From an optimization exercise on the open Yosys and OpenROAD flow, aimed at small area and a short achievable clock period; shortcuts taken in it are not production practice.
Only simulation tests tie the RTL to the original design; equivalence was not proved.
The clock port is modelled as an ideal driver; clocking choices that lean on that would not hold on a real chip.
Power figures rest on the tool's default switching activity, not on a simulated workload.

===== design/flow/flow/run.sh =====
#!/bin/bash
# Own layout flow: the standard ORFS flow (standard.sh) with
#  - port buffers of a chosen cell (every input and output port still gets one),
#  - a clock tree of clkbuf cells without dummy loads,
set -euo pipefail
HERE=$(cd "$(dirname "$0")" && pwd)
S=sky130_fd_sc_hd__
export BUFFER_PORTS_ARGS="-buffer_cell ${S}buf_1"
export CTS_ARGS="-sink_clustering_enable -repair_clock_nets -dont_use_dummy_load -buf_list {${S}clkbuf_8} -sink_clustering_size 12"
export SKEW_GROUPS="{q0_* 20 ${S}clkdlybuf4s25_1 ${S}clkbuf_8} {pr* 20 ${S}clkdlybuf4s25_1 ${S}clkbuf_8}"
export POST_CTS_TCL="$HERE/post_cts.tcl"
export PRE_GLOBAL_ROUTE_TCL="$HERE/pre_grt.tcl"
export SKEW_MARGIN=${SKEW_MARGIN:-3.45}
bash standard.sh > flow_make.log 2>&1

===== design/flow/flow/post_cts.tcl =====
# POST_CTS hook: add the useful-skew clock buffers (skew.tcl), then legalise and repair
# setup and hold as cts.tcl does after clock tree synthesis, now with the setup margin
# SKEW_MARGIN (the stages are balanced only from here on).
source [file join [file dirname [info script]] skew.tcl]
if { [info exists ::env(SKEW_MARGIN)] } { set ::env(SETUP_SLACK_MARGIN) $::env(SKEW_MARGIN) }
estimate_parasitics -placement
detailed_placement
estimate_parasitics -placement
repair_timing_helper
detailed_placement
check_placement -verbose

===== design/flow/flow/pre_grt.tcl =====
# PRE_GLOBAL_ROUTE hook: repair after global routing with the setup margin SKEW_MARGIN.
if { [info exists ::env(SKEW_MARGIN)] } { set ::env(SETUP_SLACK_MARGIN) $::env(SKEW_MARGIN) }

===== design/flow/flow/skew.tcl =====

proc skew_root_net { } {
  set clk_net [get_nets clk]
  foreach pin [get_pins -of_objects $clk_net] {
    set inst [get_cells -of_objects $pin]
    if { [string match *clkbuf* [get_property $inst ref_name]] } {
      return [get_nets -of_objects [get_pins [get_full_name $inst]/X]]
    }
  }
  error "skew: no root clock buffer on net clk"
}

# returns the list of chain-head nets (net after the first cell of each cluster's chain)
proc skew_cluster_group { root pattern maxregs cells } {
  set block [ord::get_db_block]
  set regs {}
  foreach inst [$block getInsts] {
    if { ![string match $pattern [$inst getName]] } { continue }
    if { [$inst findITerm CLK] == "NULL" } { continue }
    set loc [$inst getLocation]
    lappend regs [list [$inst getName] [lindex $loc 0] [lindex $loc 1]]
  }
  set n [llength $regs]
  if { $n == 0 } { return {} }
  set k [expr {($n + $maxregs - 1) / $maxregs}]
  set regs [lsort -integer -index 1 $regs]
  set per [expr {($n + $k - 1) / $k}]
  set dbu [$block getDbUnitsPerMicron]
  set tag [string map {* x ? x [ x ] x} $pattern]
  set heads {}
  for { set c 0 } { $c < $k } { incr c } {
    set chunk [lrange $regs [expr {$c * $per}] [expr {($c + 1) * $per - 1}]]
    if { [llength $chunk] == 0 } { continue }
    set sx 0; set sy 0; set pins {}
    foreach r $chunk {
      set sx [expr {$sx + [lindex $r 1]}]
      set sy [expr {$sy + [lindex $r 2]}]
      lappend pins [get_pins "[lindex $r 0]/CLK"]
    }
    set x [expr {double($sx) / [llength $chunk] / $dbu}]
    set y [expr {double($sy) / [llength $chunk] / $dbu}]
    set cur [get_full_name $root]
    set i 0
    set chain {}
    foreach cell $cells {
      set bname "skewbuf_${tag}_${c}_$i"
      set nname "skewnet_${tag}_${c}_$i"
      set extra {}
      if { $i == 0 } { set extra -load_pins_on_diff_nets }
      insert_buffer -buffer_cell $cell -net [get_nets $cur] -load_pins $pins \
        {*}$extra -location [list $x $y] -buffer_name $bname -net_name $nname
      set cur $nname
      incr i
    }
    puts "skew: $pattern cluster $c: [llength $chunk] registers behind $cells"
  }
  return $heads
}

# add one delay cell right before the last cell of every chain of the group
proc skew_add_step { pattern cell } {
  set block [ord::get_db_block]
  set tag [string map {* x ? x [ x ] x} $pattern]
  set done 0
  foreach inst [$block getInsts] {
    set nm [$inst getName]
    if { ![string match "skewbuf_${tag}_*" $nm] } { continue }
    # the last cell of a chain drives the registers: its output net has a CLK load
    set xnet [[$inst findITerm X] getNet]
    set drives_regs 0
    foreach it [$xnet getITerms] {
      if { [[$it getMTerm] getName] == "CLK" } { set drives_regs 1; break }
    }
    if { !$drives_regs } { continue }
    set anet [[$inst findITerm A] getNet]
    set loc [$inst getLocation]
    set dbu [$block getDbUnitsPerMicron]
    global skew_step_count
    incr skew_step_count
    insert_buffer -buffer_cell $cell -net [get_nets [$anet getName]] \
      -load_pins [get_pins "$nm/A"] \
      -location [list [expr {double([lindex $loc 0]) / $dbu}] [expr {double([lindex $loc 1]) / $dbu}]] \
      -buffer_name "skewstep_${tag}_$skew_step_count" -net_name "skewstepnet_${tag}_$skew_step_count"
    incr done
  }
  return $done
}

proc skew_worst { pattern } {
  set pins [get_pins -quiet "$pattern/D"]
  if { [llength $pins] == 0 } { return 1e9 }
  set w 1e9
  foreach p $pins {
    set s [get_property $p slack_max]
    if { $s < $w } { set w $s }
  }
  return $w
}

proc skew_remove_idle_clock_buffers { } {
  set block [ord::get_db_block]
  set again 1
  while { $again } {
    set again 0
    foreach inst [$block getInsts] {
      if { ![string match *clkbuf* [[$inst getMaster] getName]] } { continue }
      set x [$inst findITerm X]
      if { $x == "NULL" } { continue }
      set net [$x getNet]
      if { $net == "NULL" } { continue }
      if { [llength [$net getITerms]] == 1 && [llength [$net getBTerms]] == 0 } {
        puts "skew: removing idle clock buffer [$inst getName]"
        set nname [$net getName]
        delete_instance [get_cells [$inst getName]]
        delete_net [get_nets $nname]
        set again 1
        break
      }
    }
  }
}

set skew_step_count 0
set skew_root [skew_root_net]
foreach g $::env(SKEW_GROUPS) {
  skew_cluster_group $skew_root [lindex $g 0] [lindex $g 1] [lrange $g 2 end]
}
skew_remove_idle_clock_buffers

# stage endpoints: A ends at q0_*, B at pr*, C at result*
# the step cell: a slow delay cell while the stages are far apart, a small buffer near balance
proc skew_step { pattern gap } {
  if { $gap > 0.5 } {
    skew_add_step $pattern sky130_fd_sc_hd__clkdlybuf4s25_1
  } else {
    skew_add_step $pattern sky130_fd_sc_hd__clkbuf_1
  }
}
for { set it 0 } { $it < 16 } { incr it } {
  estimate_parasitics -placement
  set sa [skew_worst {q0_*}]
  set sb [skew_worst {pr*}]
  set sc [skew_worst {result*}]
  puts [format "skew: step %d slacks A %.3f B %.3f C %.3f" $it $sa $sb $sc]
  set small 0.09
  if { $sa <= $sb && $sa <= $sc } {
    if { $sb - $small > $sa + 0.02 } {
      skew_step {q0_*} [expr {$sb - $sa}]
    } elseif { $sc - $small > $sa + 0.02 } {
      skew_step {pr*} [expr {$sc - $sa}]
    } else {
      break
    }
  } elseif { $sb <= $sc && $sc - $small > $sb + 0.02 } {
    skew_step {pr*} [expr {$sc - $sb}]
  } else {
    break
  }
}

===== design/flow/standard.sh =====
#!/bin/bash
# synth_recipe.tcl (not shown) runs the flow's synth.tcl, then flattens the netlist and writes it again
# the make line also repeats each setting of config.mk as NAME=value (left out here)
make -C /OpenROAD-flow-scripts/flow DESIGN_CONFIG=/design/flow/config.mk WORK_HOME=/design/flow/orfs CLKGATE_MAP_FILE= SYNTH_SCRIPT=/design/flow/synth_recipe.tcl "${@:-finish}"

===== design/flow/config.mk =====
export PLATFORM = sky130hd
export DESIGN_NAME = fp16_mult
export DESIGN_NICKNAME = fp16_mult
export VERILOG_FILES = /design/flow/design.v
export SDC_FILE = /design/flow/constraint.sdc
export NUM_CORES = 4
export LEC_CHECK = 0
export CAP_MARGIN = 20
export CORE_MARGIN = 2
export CORE_UTILIZATION = 55
export SETUP_SLACK_MARGIN = 2.5
export SLEW_MARGIN = 20

===== design/flow/constraint.sdc =====
create_clock -name core_clock -period 5.5 [get_ports {clk}]
set_input_delay 1.1000 -clock core_clock [delete_from_list [all_inputs] [get_ports {clk}]]
set_output_delay 1.1000 -clock core_clock [all_outputs]
set_load 0.01 [all_outputs]

===== design/flow/design.v =====
`default_nettype none
module fp16_mult (
  input wire clk, reset,
  input wire [15:0] a, b,
  output reg [15:0] result
);
  reg [4:0] e0;
  reg s0;
  reg [9:0] ma;
  reg [4:0] bo1, bo2, bng;
  reg b5t;
  reg q0_c99;
  reg q0_s106;
  reg q0_c101;
  reg q0_lowsum0_8;
  reg q0_s112;
  reg q0_c107;
  reg q0_s110;
  reg q0_c113;
  reg q0_c111;
  reg q0_s118;
  reg q0_s122;
  reg q0_c119;
  reg q0_s124;
  reg q0_s132;
  reg q0_c125;
  reg q0_s130;
  reg q0_c131;
  reg q0_s138;
  reg q0_s140;
  reg q0_s144;
  reg q0_c141;
  reg q0_s146;
  reg q0_s150;
  reg q0_s152;
  reg q0_c147;
  reg q0_c151;
  reg q0_s156;
  reg q0_c153;
  reg q0_s158;
  reg q0_s160;
  reg q0_c157;
  reg q0_c159;
  reg q0_s162;
  reg q0_c161;
  reg q0_pp64;
  reg q0_s164;
  reg q0_c163;
  reg q0_pp65;
  reg q0_pp76;
  reg q0_c165;
  reg q0_pp77;
  reg [4:0] e1;
  reg s1;
  reg [11:0] pr;
  reg [4:0] e2;
  reg s2;
  wire [4:0] e_in = a[14:10] + b[14:10];
  wire s_in = a[15] ^ b[15];
  wire bo1_d0 = b[0] ^ 1'b0;
  wire bo2_d0 = (b[1] & ~b[0] & ~1'b0) | (~b[1] & b[0] & 1'b0);
  wire bo1_d1 = b[2] ^ b[1];
  wire bo2_d1 = (b[3] & ~b[2] & ~b[1]) | (~b[3] & b[2] & b[1]);
  wire bo1_d2 = b[4] ^ b[3];
  wire bo2_d2 = (b[5] & ~b[4] & ~b[3]) | (~b[5] & b[4] & b[3]);
  wire bo1_d3 = b[6] ^ b[5];
  wire bo2_d3 = (b[7] & ~b[6] & ~b[5]) | (~b[7] & b[6] & b[5]);
  wire bo1_d4 = b[8] ^ b[7];
  wire bo2_d4 = (b[9] & ~b[8] & ~b[7]) | (~b[9] & b[8] & b[7]);
  wire pp1 = ((bo1[0] & ma[0])) ^ bng[0];
  wire pp2 = ((bo1[0] & ma[1]) | (bo2[0] & ma[0])) ^ bng[0];
  wire pp3 = ((bo1[0] & ma[2]) | (bo2[0] & ma[1])) ^ bng[0];
  wire pp4 = ((bo1[0] & ma[3]) | (bo2[0] & ma[2])) ^ bng[0];
  wire pp5 = ((bo1[0] & ma[4]) | (bo2[0] & ma[3])) ^ bng[0];
  wire pp6 = ((bo1[0] & ma[5]) | (bo2[0] & ma[4])) ^ bng[0];
  wire pp7 = ((bo1[0] & ma[6]) | (bo2[0] & ma[5])) ^ bng[0];
  wire pp8 = ((bo1[0] & ma[7]) | (bo2[0] & ma[6])) ^ bng[0];
  wire pp9 = ((bo1[0] & ma[8]) | (bo2[0] & ma[7])) ^ bng[0];
  wire pp10 = ((bo1[0] & ma[9]) | (bo2[0] & ma[8])) ^ bng[0];
  wire pp11 = (bo1[0] | (bo2[0] & ma[9])) ^ bng[0];
  wire pp12 = (bo2[0]) ^ bng[0];
  wire pp13 = ~bng[0];
  wire pp14 = ((bo1[1] & ma[0])) ^ bng[1];
  wire pp15 = ((bo1[1] & ma[1]) | (bo2[1] & ma[0])) ^ bng[1];
  wire pp16 = ((bo1[1] & ma[2]) | (bo2[1] & ma[1])) ^ bng[1];
  wire pp17 = ((bo1[1] & ma[3]) | (bo2[1] & ma[2])) ^ bng[1];
  wire pp18 = ((bo1[1] & ma[4]) | (bo2[1] & ma[3])) ^ bng[1];
  wire pp19 = ((bo1[1] & ma[5]) | (bo2[1] & ma[4])) ^ bng[1];
  wire pp20 = ((bo1[1] & ma[6]) | (bo2[1] & ma[5])) ^ bng[1];
  wire pp21 = ((bo1[1] & ma[7]) | (bo2[1] & ma[6])) ^ bng[1];
  wire pp22 = ((bo1[1] & ma[8]) | (bo2[1] & ma[7])) ^ bng[1];
  wire pp23 = ((bo1[1] & ma[9]) | (bo2[1] & ma[8])) ^ bng[1];
  wire pp24 = (bo1[1] | (bo2[1] & ma[9])) ^ bng[1];
  wire pp25 = (bo2[1]) ^ bng[1];
  wire pp26 = ~bng[1];
  wire pp27 = ((bo1[2] & ma[0])) ^ bng[2];
  wire pp28 = ((bo1[2] & ma[1]) | (bo2[2] & ma[0])) ^ bng[2];
  wire pp29 = ((bo1[2] & ma[2]) | (bo2[2] & ma[1])) ^ bng[2];
  wire pp30 = ((bo1[2] & ma[3]) | (bo2[2] & ma[2])) ^ bng[2];
  wire pp31 = ((bo1[2] & ma[4]) | (bo2[2] & ma[3])) ^ bng[2];
  wire pp32 = ((bo1[2] & ma[5]) | (bo2[2] & ma[4])) ^ bng[2];
  wire pp33 = ((bo1[2] & ma[6]) | (bo2[2] & ma[5])) ^ bng[2];
  wire pp34 = ((bo1[2] & ma[7]) | (bo2[2] & ma[6])) ^ bng[2];
  wire pp35 = ((bo1[2] & ma[8]) | (bo2[2] & ma[7])) ^ bng[2];
  wire pp36 = ((bo1[2] & ma[9]) | (bo2[2] & ma[8])) ^ bng[2];
  wire pp37 = (bo1[2] | (bo2[2] & ma[9])) ^ bng[2];
  wire pp38 = (bo2[2]) ^ bng[2];
  wire pp39 = ~bng[2];
  wire pp40 = ((bo1[3] & ma[0])) ^ bng[3];
  wire pp41 = ((bo1[3] & ma[1]) | (bo2[3] & ma[0])) ^ bng[3];
  wire pp42 = ((bo1[3] & ma[2]) | (bo2[3] & ma[1])) ^ bng[3];
  wire pp43 = ((bo1[3] & ma[3]) | (bo2[3] & ma[2])) ^ bng[3];
  wire pp44 = ((bo1[3] & ma[4]) | (bo2[3] & ma[3])) ^ bng[3];
  wire pp45 = ((bo1[3] & ma[5]) | (bo2[3] & ma[4])) ^ bng[3];
  wire pp46 = ((bo1[3] & ma[6]) | (bo2[3] & ma[5])) ^ bng[3];
  wire pp47 = ((bo1[3] & ma[7]) | (bo2[3] & ma[6])) ^ bng[3];
  wire pp48 = ((bo1[3] & ma[8]) | (bo2[3] & ma[7])) ^ bng[3];
  wire pp49 = ((bo1[3] & ma[9]) | (bo2[3] & ma[8])) ^ bng[3];
  wire pp50 = (bo1[3] | (bo2[3] & ma[9])) ^ bng[3];
  wire pp51 = (bo2[3]) ^ bng[3];
  wire pp52 = ~bng[3];
  wire pp53 = ((bo1[4] & ma[0])) ^ bng[4];
  wire pp54 = ((bo1[4] & ma[1]) | (bo2[4] & ma[0])) ^ bng[4];
  wire pp55 = ((bo1[4] & ma[2]) | (bo2[4] & ma[1])) ^ bng[4];
  wire pp56 = ((bo1[4] & ma[3]) | (bo2[4] & ma[2])) ^ bng[4];
  wire pp57 = ((bo1[4] & ma[4]) | (bo2[4] & ma[3])) ^ bng[4];
  wire pp58 = ((bo1[4] & ma[5]) | (bo2[4] & ma[4])) ^ bng[4];
  wire pp59 = ((bo1[4] & ma[6]) | (bo2[4] & ma[5])) ^ bng[4];
  wire pp60 = ((bo1[4] & ma[7]) | (bo2[4] & ma[6])) ^ bng[4];
  wire pp61 = ((bo1[4] & ma[8]) | (bo2[4] & ma[7])) ^ bng[4];
  wire pp62 = ((bo1[4] & ma[9]) | (bo2[4] & ma[8])) ^ bng[4];
  wire pp63 = (bo1[4] | (bo2[4] & ma[9])) ^ bng[4];
  wire pp64 = (bo2[4]) ^ bng[4];
  wire pp65 = ~bng[4];
  wire pp66 = (~b5t & ma[0]);
  wire pp67 = (~b5t & ma[1]) | (b5t & ma[0]);
  wire pp68 = (~b5t & ma[2]) | (b5t & ma[1]);
  wire pp69 = (~b5t & ma[3]) | (b5t & ma[2]);
  wire pp70 = (~b5t & ma[4]) | (b5t & ma[3]);
  wire pp71 = (~b5t & ma[5]) | (b5t & ma[4]);
  wire pp72 = (~b5t & ma[6]) | (b5t & ma[5]);
  wire pp73 = (~b5t & ma[7]) | (b5t & ma[6]);
  wire pp74 = (~b5t & ma[8]) | (b5t & ma[7]);
  wire pp75 = (~b5t & ma[9]) | (b5t & ma[8]);
  wire pp76 = ~b5t | (b5t & ma[9]);
  wire pp77 = b5t;
  wire s78 = bng[1] ^ pp3;
  wire c79 = bng[1] & pp3;
  wire s80 = pp4 ^ pp15;
  wire c81 = pp4 & pp15;
  wire s82 = bng[2] ^ pp5 ^ pp16;
  wire c83 = (bng[2] & pp5) | (bng[2] & pp16) | (pp5 & pp16);
  wire s84 = pp27 ^ c81;
  wire c85 = pp27 & c81;
  wire s86 = pp6 ^ pp17 ^ pp28;
  wire c87 = (pp6 & pp17) | (pp6 & pp28) | (pp17 & pp28);
  wire s88 = c83 ^ c85;
  wire c89 = c83 & c85;
  wire s90 = bng[3] ^ pp7 ^ pp18;
  wire c91 = (bng[3] & pp7) | (bng[3] & pp18) | (pp7 & pp18);
  wire s92 = pp29 ^ pp40 ^ c87;
  wire c93 = (pp29 & pp40) | (pp29 & c87) | (pp40 & c87);
  wire s94 = s90 ^ c89;
  wire c95 = s90 & c89;
  wire s96 = pp8 ^ pp19 ^ pp30;
  wire c97 = (pp8 & pp19) | (pp8 & pp30) | (pp19 & pp30);
  wire s98 = pp41 ^ c91 ^ s96;
  wire c99 = (pp41 & c91) | (pp41 & s96) | (c91 & s96);
  wire s100 = c93 ^ c95;
  wire c101 = c93 & c95;
  wire s102 = bng[4] ^ pp9 ^ pp20;
  wire c103 = (bng[4] & pp9) | (bng[4] & pp20) | (pp9 & pp20);
  wire s104 = pp31 ^ pp42 ^ pp53;
  wire c105 = (pp31 & pp42) | (pp31 & pp53) | (pp42 & pp53);
  wire s106 = c97 ^ s102 ^ s104;
  wire c107 = (c97 & s102) | (c97 & s104) | (s102 & s104);
  wire s108 = pp10 ^ pp21 ^ pp32;
  wire c109 = (pp10 & pp21) | (pp10 & pp32) | (pp21 & pp32);
  wire s110 = pp43 ^ pp54 ^ c103;
  wire c111 = (pp43 & pp54) | (pp43 & c103) | (pp54 & c103);
  wire s112 = c105 ^ s108;
  wire c113 = c105 & s108;
  wire s114 = pp66 ^ pp11 ^ pp22;
  wire c115 = (pp66 & pp11) | (pp66 & pp22) | (pp11 & pp22);
  wire s116 = pp33 ^ pp44 ^ pp55;
  wire c117 = (pp33 & pp44) | (pp33 & pp55) | (pp44 & pp55);
  wire s118 = c109 ^ s114 ^ s116;
  wire c119 = (c109 & s114) | (c109 & s116) | (s114 & s116);
  wire s120 = pp67 ^ pp12 ^ pp23;
  wire c121 = (pp67 & pp12) | (pp67 & pp23) | (pp12 & pp23);
  wire s122 = pp34 ^ pp45 ^ pp56;
  wire c123 = (pp34 & pp45) | (pp34 & pp56) | (pp45 & pp56);
  wire s124 = c115 ^ c117 ^ s120;
  wire c125 = (c115 & c117) | (c115 & s120) | (c117 & s120);
  wire s126 = 1'b1 ^ pp13 ^ pp68;
  wire c127 = (1'b1 & pp13) | (1'b1 & pp68) | (pp13 & pp68);
  wire s128 = pp24 ^ pp35 ^ pp46;
  wire c129 = (pp24 & pp35) | (pp24 & pp46) | (pp35 & pp46);
  wire s130 = pp57 ^ s126 ^ c121;
  wire c131 = (pp57 & s126) | (pp57 & c121) | (s126 & c121);
  wire s132 = c123 ^ s128;
  wire c133 = c123 & s128;
  wire s134 = 1'b1 ^ pp69 ^ pp25;
  wire c135 = (1'b1 & pp69) | (1'b1 & pp25) | (pp69 & pp25);
  wire s136 = pp36 ^ pp47 ^ pp58;
  wire c137 = (pp36 & pp47) | (pp36 & pp58) | (pp47 & pp58);
  wire s138 = c127 ^ c129 ^ s134;
  wire c139 = (c127 & c129) | (c127 & s134) | (c129 & s134);
  wire s140 = s136 ^ c133;
  wire c141 = s136 & c133;
  wire s142 = pp26 ^ pp70 ^ pp37;
  wire c143 = (pp26 & pp70) | (pp26 & pp37) | (pp70 & pp37);
  wire s144 = pp48 ^ pp59 ^ c135;
  wire c145 = (pp48 & pp59) | (pp48 & c135) | (pp59 & c135);
  wire s146 = c137 ^ s142 ^ c139;
  wire c147 = (c137 & s142) | (c137 & c139) | (s142 & c139);
  wire s148 = 1'b1 ^ pp71 ^ pp38;
  wire c149 = (1'b1 & pp71) | (1'b1 & pp38) | (pp71 & pp38);
  wire s150 = pp49 ^ pp60 ^ c143;
  wire c151 = (pp49 & pp60) | (pp49 & c143) | (pp60 & c143);
  wire s152 = s148 ^ c145;
  wire c153 = s148 & c145;
  wire s154 = pp39 ^ pp72 ^ pp50;
  wire c155 = (pp39 & pp72) | (pp39 & pp50) | (pp72 & pp50);
  wire s156 = pp61 ^ c149 ^ s154;
  wire c157 = (pp61 & c149) | (pp61 & s154) | (c149 & s154);
  wire s158 = 1'b1 ^ pp73 ^ pp51;
  wire c159 = (1'b1 & pp73) | (1'b1 & pp51) | (pp73 & pp51);
  wire s160 = pp62 ^ c155;
  wire c161 = pp62 & c155;
  wire s162 = pp52 ^ pp74 ^ pp63;
  wire c163 = (pp52 & pp74) | (pp52 & pp63) | (pp74 & pp63);
  wire s164 = 1'b1 ^ pp75;
  wire c165 = 1'b1 & pp75;
  wire [8:0] lowsum0 = {1'b0, s98, s92, s86, s82, c79, pp14, pp2, bng[0]} + {1'b0, s100, s94, s88, s84, s80, s78, 1'b0, pp1};
  wire s166 = q0_c99 ^ q0_s106 ^ q0_c101;
  wire c167 = (q0_c99 & q0_s106) | (q0_c99 & q0_c101) | (q0_s106 & q0_c101);
  wire s168 = q0_s112 ^ q0_c107 ^ q0_s110;
  wire c169 = (q0_s112 & q0_c107) | (q0_s112 & q0_s110) | (q0_c107 & q0_s110);
  wire s170 = q0_c113 ^ q0_c111 ^ q0_s118;
  wire c171 = (q0_c113 & q0_c111) | (q0_c113 & q0_s118) | (q0_c111 & q0_s118);
  wire s172 = q0_s122 ^ q0_c119 ^ q0_s124;
  wire c173 = (q0_s122 & q0_c119) | (q0_s122 & q0_s124) | (q0_c119 & q0_s124);
  wire s174 = q0_s132 ^ q0_c125 ^ q0_s130;
  wire c175 = (q0_s132 & q0_c125) | (q0_s132 & q0_s130) | (q0_c125 & q0_s130);
  wire s176 = q0_c131 ^ q0_s138 ^ q0_s140;
  wire c177 = (q0_c131 & q0_s138) | (q0_c131 & q0_s140) | (q0_s138 & q0_s140);
  wire s178 = q0_s144 ^ q0_c141 ^ q0_s146;
  wire c179 = (q0_s144 & q0_c141) | (q0_s144 & q0_s146) | (q0_c141 & q0_s146);
  wire s180 = q0_s150 ^ q0_s152 ^ q0_c147;
  wire c181 = (q0_s150 & q0_s152) | (q0_s150 & q0_c147) | (q0_s152 & q0_c147);
  wire s182 = q0_c151 ^ q0_s156 ^ q0_c153;
  wire c183 = (q0_c151 & q0_s156) | (q0_c151 & q0_c153) | (q0_s156 & q0_c153);
  wire s184 = q0_s158 ^ q0_s160 ^ q0_c157;
  wire c185 = (q0_s158 & q0_s160) | (q0_s158 & q0_c157) | (q0_s160 & q0_c157);
  wire s186 = q0_c159 ^ q0_s162 ^ q0_c161;
  wire c187 = (q0_c159 & q0_s162) | (q0_c159 & q0_c161) | (q0_s162 & q0_c161);
  wire s188 = q0_pp64 ^ q0_s164 ^ q0_c163;
  wire c189 = (q0_pp64 & q0_s164) | (q0_pp64 & q0_c163) | (q0_s164 & q0_c163);
  wire s190 = q0_pp65 ^ q0_pp76 ^ q0_c165;
  wire c191 = (q0_pp65 & q0_pp76) | (q0_pp65 & q0_c165) | (q0_pp76 & q0_c165);
  wire s192 = 1'b1 ^ q0_pp77;
  wire c193 = 1'b1 & q0_pp77;
  wire [13:0] cx = {s192, c189, c187, c185, c183, c181, c179, c177, c175, c173, c171, c169, c167, q0_lowsum0_8};
  wire [13:0] cy = {c191, s190, s188, s186, s184, s182, s180, s178, s176, s174, s172, s170, s168, s166};
  wire [13:0] cs = cx + cy;
  wire p21 = cs[13];
  wire [9:0] mhi = {cs[12], cs[11], cs[10], cs[9], cs[8], cs[7], cs[6], cs[5], cs[4], cs[3]};
  wire [9:0] mlo = {cs[11], cs[10], cs[9], cs[8], cs[7], cs[6], cs[5], cs[4], cs[3], cs[2]};
  wire [4:0] ef = e2 + 5'd17 + {4'd0, pr[11]};
  wire [15:0] res_d = {s2, ef, pr[11] ? pr[10:1] : pr[9:0]};
  always @(posedge clk) begin
    e0 <= e_in;
    s0 <= s_in;
    ma <= a[9:0];
    bo1 <= {bo1_d4, bo1_d3, bo1_d2, bo1_d1, bo1_d0};
    bo2 <= {bo2_d4, bo2_d3, bo2_d2, bo2_d1, bo2_d0};
    bng <= {b[9], b[7], b[5], b[3], b[1]};
    b5t <= b[9];
    q0_c99 <= c99;
    q0_s106 <= s106;
    q0_c101 <= c101;
    q0_lowsum0_8 <= lowsum0[8];
    q0_s112 <= s112;
    q0_c107 <= c107;
    q0_s110 <= s110;
    q0_c113 <= c113;
    q0_c111 <= c111;
    q0_s118 <= s118;
    q0_s122 <= s122;
    q0_c119 <= c119;
    q0_s124 <= s124;
    q0_s132 <= s132;
    q0_c125 <= c125;
    q0_s130 <= s130;
    q0_c131 <= c131;
    q0_s138 <= s138;
    q0_s140 <= s140;
    q0_s144 <= s144;
    q0_c141 <= c141;
    q0_s146 <= s146;
    q0_s150 <= s150;
    q0_s152 <= s152;
    q0_c147 <= c147;
    q0_c151 <= c151;
    q0_s156 <= s156;
    q0_c153 <= c153;
    q0_s158 <= s158;
    q0_s160 <= s160;
    q0_c157 <= c157;
    q0_c159 <= c159;
    q0_s162 <= s162;
    q0_c161 <= c161;
    q0_pp64 <= pp64;
    q0_s164 <= s164;
    q0_c163 <= c163;
    q0_pp65 <= pp65;
    q0_pp76 <= pp76;
    q0_c165 <= c165;
    q0_pp77 <= pp77;
    e1 <= e0;
    s1 <= s0;
    pr <= {p21, mhi[9], mlo};
    e2 <= e1;
    s2 <= s1;
  end
  always @(posedge clk or posedge reset) begin
    if (reset) result <= 16'd0;
    else result <= res_d;
  end
endmodule

==> flow_summary.json <==
{
  "outcome": "finished clean",
  "rsz0062_at_grt": "yes",
  "drt-pass1-iter-count": 14,
  "fill_cells": 852,
  "start_util_pct": 55.90,
  "relSlewSlack_pct": 55.26,
  "clock_sinks": 112,
  "grt_max_degree": 25,
  "cp.required_ps": 6480,
  "globalRoute.totalOverflow": 0,
  "timing.final.crit_share_pct": 41.09,
  "grt_usage_pct": 22.99,
  "drt_iter0_markers": 365,
  "reg2reg_to": "pr[8]",
  "routabilityCongestion": 0.8688,
  "dpl_cell_area_um2": 5967,
  "start_kind": "register",
  "n_antenna_cell": 0,
  "yosysWarnings": 1,
  "cp_slowest_cell": "fa_1",
  "fin_area_um2": 6439,
  "floorplan.die.width_um": 106.0,
  "ys_ff_latch": 112,
  "reg2reg_setup_slack_ps": 3240,
  "synth.top_cells.by_count": "dfxtp_1 (96), xnor2_1 (66), a22oi_1 (44), inv_1 (44), fa_1 (42)",
  "synth_area_leaders": "dfxtp_1 (34%), fa_1 (15%), xnor2_1 (10%), ha_1 (8.5%), dfrtp_1 (7.0%)",
  "synth_top_area_share_pct": 33.60,
  "finalSetupViolCount": 0,
  "critical_path.startpoint": "q0_s110",
  "finalCriticalPeriod_ps": 2260,
  "dpl.hpwl_um": 7497,
  "critPathMaxStageDelay_ps": 580,
  "grt_pass1_wl_um": 17590,
  "antenna_left": 0,
  "clk_latency_ps": 1160,
  "std_cell_rows": 37,
  "finClkSkew_ps": 812.7,
  "nets": 677,
  "p_leak_nw": 2.686,
  "synth_area_per_cell_um2": 11.62,
  "min_path_type": "reg -> reg",
  "hold-path-endpoint": "q0_s164",
  "core_area_um2": 10230,
  "slew_viol_final": 0,
  "power_mw": 3.779,
  "cts.clk_slew.worst_paths_ps": 100,
  "cts_tree": "done",
  "layout-drive-gt1-share_pct": 11.79,
  "min_from": "ma[9]",
  "die_h_um": 106.0,
  "drcViolationCount": 0,
  "placed_cells": 650,
  "end_kind": "register",
  "final.setup.tns_ps": 0,
  "syn_nets": 607,
  "synth_edf_count": 0,
  "async_flop_share_pct": 14.29,
  "area_growth_pct": 12.58,
  "path_class": "reg -> reg",
  "whs_path_depth": 1,
  "synthCells": 492,
  "synth.most_common_cell": "dfxtp_1",
  "ys_types": 44,
  "viasPerCell": 5.339,
  "vias": 3716,
  "synthFlopType": "dfxtp_1",
  "antenna_found_initial": 0,
  "layoutNonFillerInstCount": 696,
  "fin_util_pct": 62.93,
  "ys_seq_area_share_pct": 40.60,
  "multi_input_area_um2": 3168,
  "wl_per_cell_um": 14.99,
  "yosysTopAreaCell": "dfxtp_1",
  "p_per_area_nw_per_um2": 586.9,
  "ioPinCount": 50,
  "tightest_slew_ps": 670.4,
  "wl_um": 10430,
  "die-area_um2": 11230,
  "cp_max_fo": 5,
  "cp.arrival_ps": 3240,
  "cap_violations": 0,
  "worstRegToRegCells": 7,
  "r2r-start": "q0_s110",
  "worstPathCellList": "fa_1, ha_4, a31oi_4, a22oi_4, a311oi_4, o21bai_2, xor2_1",
  "syn_area_um2": 5719,
  "port_buffers": 49,
  "vdd_drop_max_mv": 0.3263,
  "grt_pass1_vias": 3789,
  "fmax_mhz": 442.5,
  "finalHoldViolations": 0,
  "layout.area.seq_um2": 2333
}
[registers in the layout (all words and copies together), names as in the netlist, 5 cells and up]
register and flops:
bng 5, bo1 5, bo2 5, e0 5, e1 5, e2 5
ma 10, pr 12, result 16
[cell type report, clock buffers not listed]
cell class / count / share of cell area [%]
Timing Repair Buffer: 61 / 4.567
Multi-Input combinational cell: 305 / 49.20
Sequential cell: 112 / 36.24
Tap cell: 136 / 2.643
Inverter: 47 / 2.798
[metal layers]
metal,vias up,global-route usage (%),part of all wire (%)
li1,1759,-,-
met1,1727,27.19,44
met2,198,39.68,47
met3,32,6.499,6.8
met4,0,9.023,2.6
met5,-,0,0
[where the power goes]
| part | leakage, nW | internal [mW] | switching, mW |
|---|---|---|---|
| registers | 0.995 | 1.08 | 0.147 |
| logic | 1.56 | 0.981 | 0.949 |
| clock network | 0.132 | 0.308 | 0.312 |
| total | 2.69 | 2.37 | 1.41 |
[kinds of logic (layout without fill, tap and decap cells)]
| logic type | after synthesis | count (layout) | share of synthesized area, % |
|---|---|---|---|
| DFF | 112 | 112 | 40.60 |
| AOI/OAI and AO/OA | 88 | 88 | 11.73 |
| xor gates and xnor gates | 82 | 82 | 12.56 |
| adders and majority gates | 81 | 81 | 23.23 |
| buffers and inverters | 75 | 143 | 5.076 |
| and+or+nand+nor | 35 | 35 | 3.194 |
| muxes | 19 | 19 | 3.610 |
[worst max path at each step]
stage | to | slack [ps] | cells after the start
floorplan | q0_lowsum0_8 | 2990 | 10
global route | pr[8] | 3140 | 7
finish | pr[8] | 3240 | 7
global placement | q0_lowsum0_8 | 2680 | 9
detailed placement | q0_lowsum0_8 | 2590 | 9
[critical path: cells and delay by family (launching register included)]
family          cells  cell delay, ps
compound gates      4             800
fa+ha+maj           2             800
xor+xnor            1             140
flops               1             330
[cell usage in the layout (no fill, tap or decap), drive strengths merged]
cell type,Yosys,layout
and3,1,1
nor3,1,1
xor2,16,16
nor2,8,8
dlygate4sd3,0,4
a2111oi,1,1
o21a,1,1
a211oi,1,1
a22oi,46,46
a21o,5,5
buf,7,55
nand2,7,7
xnor2,66,66
o21ai,9,9
mux2,13,13
dfxtp,96,96
nand2b,5,5
o31a,1,1
nand4,1,1
clkdlybuf4s25,0,5
fa,42,42
mux2i,6,6
clkbuf,21,32
dfrtp,16,16
clkinv,3,2
clkinvlp,0,1
nor2b,2,2
and2b,1,1
nand3b,4,4
a21oi,17,17
o22ai,2,2
o21bai,1,1
a31oi,2,2
inv,44,44
o211a,1,1
ha,39,39
nand3,4,4
a311oi,1,1
and2,1,1
[stage by stage]
stage	setup WS (ps)	hold WS [ps]
2_1_floorplan	2990	309.6
3_3_place_gp	2678	309.6
3_5_place_dp	2592	312.1
5_1_grt	3141	69.20
6_report	3240	58.93

-- separate check: timing with driven ports --
In the flow no input, the clock included, has a driving cell. The finished layout below was timed again as built, in two steps. Step 1 sets driving cells, clkbuf_16 on the clock port and buf_2 on the other inputs (assumed; they add their load-dependent delay and slew). Step 2, shift: input delay + t, output delay - t, t = (earliest + latest rising clock arrival at the registers) / 2. This alone moves slack from input paths to output paths. Three values: ideal ports, drivers, drivers and shift; two values: the first two.
t (ns): 0.782
setup WS [ns]: 3.240 / 3.240 / 2.886
hold WS [ns]: 0.059 / 0.059 / 0.059
clock arrival spread, ns: 0.832 / 0.832
Clock arrivals are far apart in this run, so t is only a midpoint there and step 2 fits no single register. The setup slack of this run moves by 0.000 ns with the drivers and by -0.354 ns with both steps.
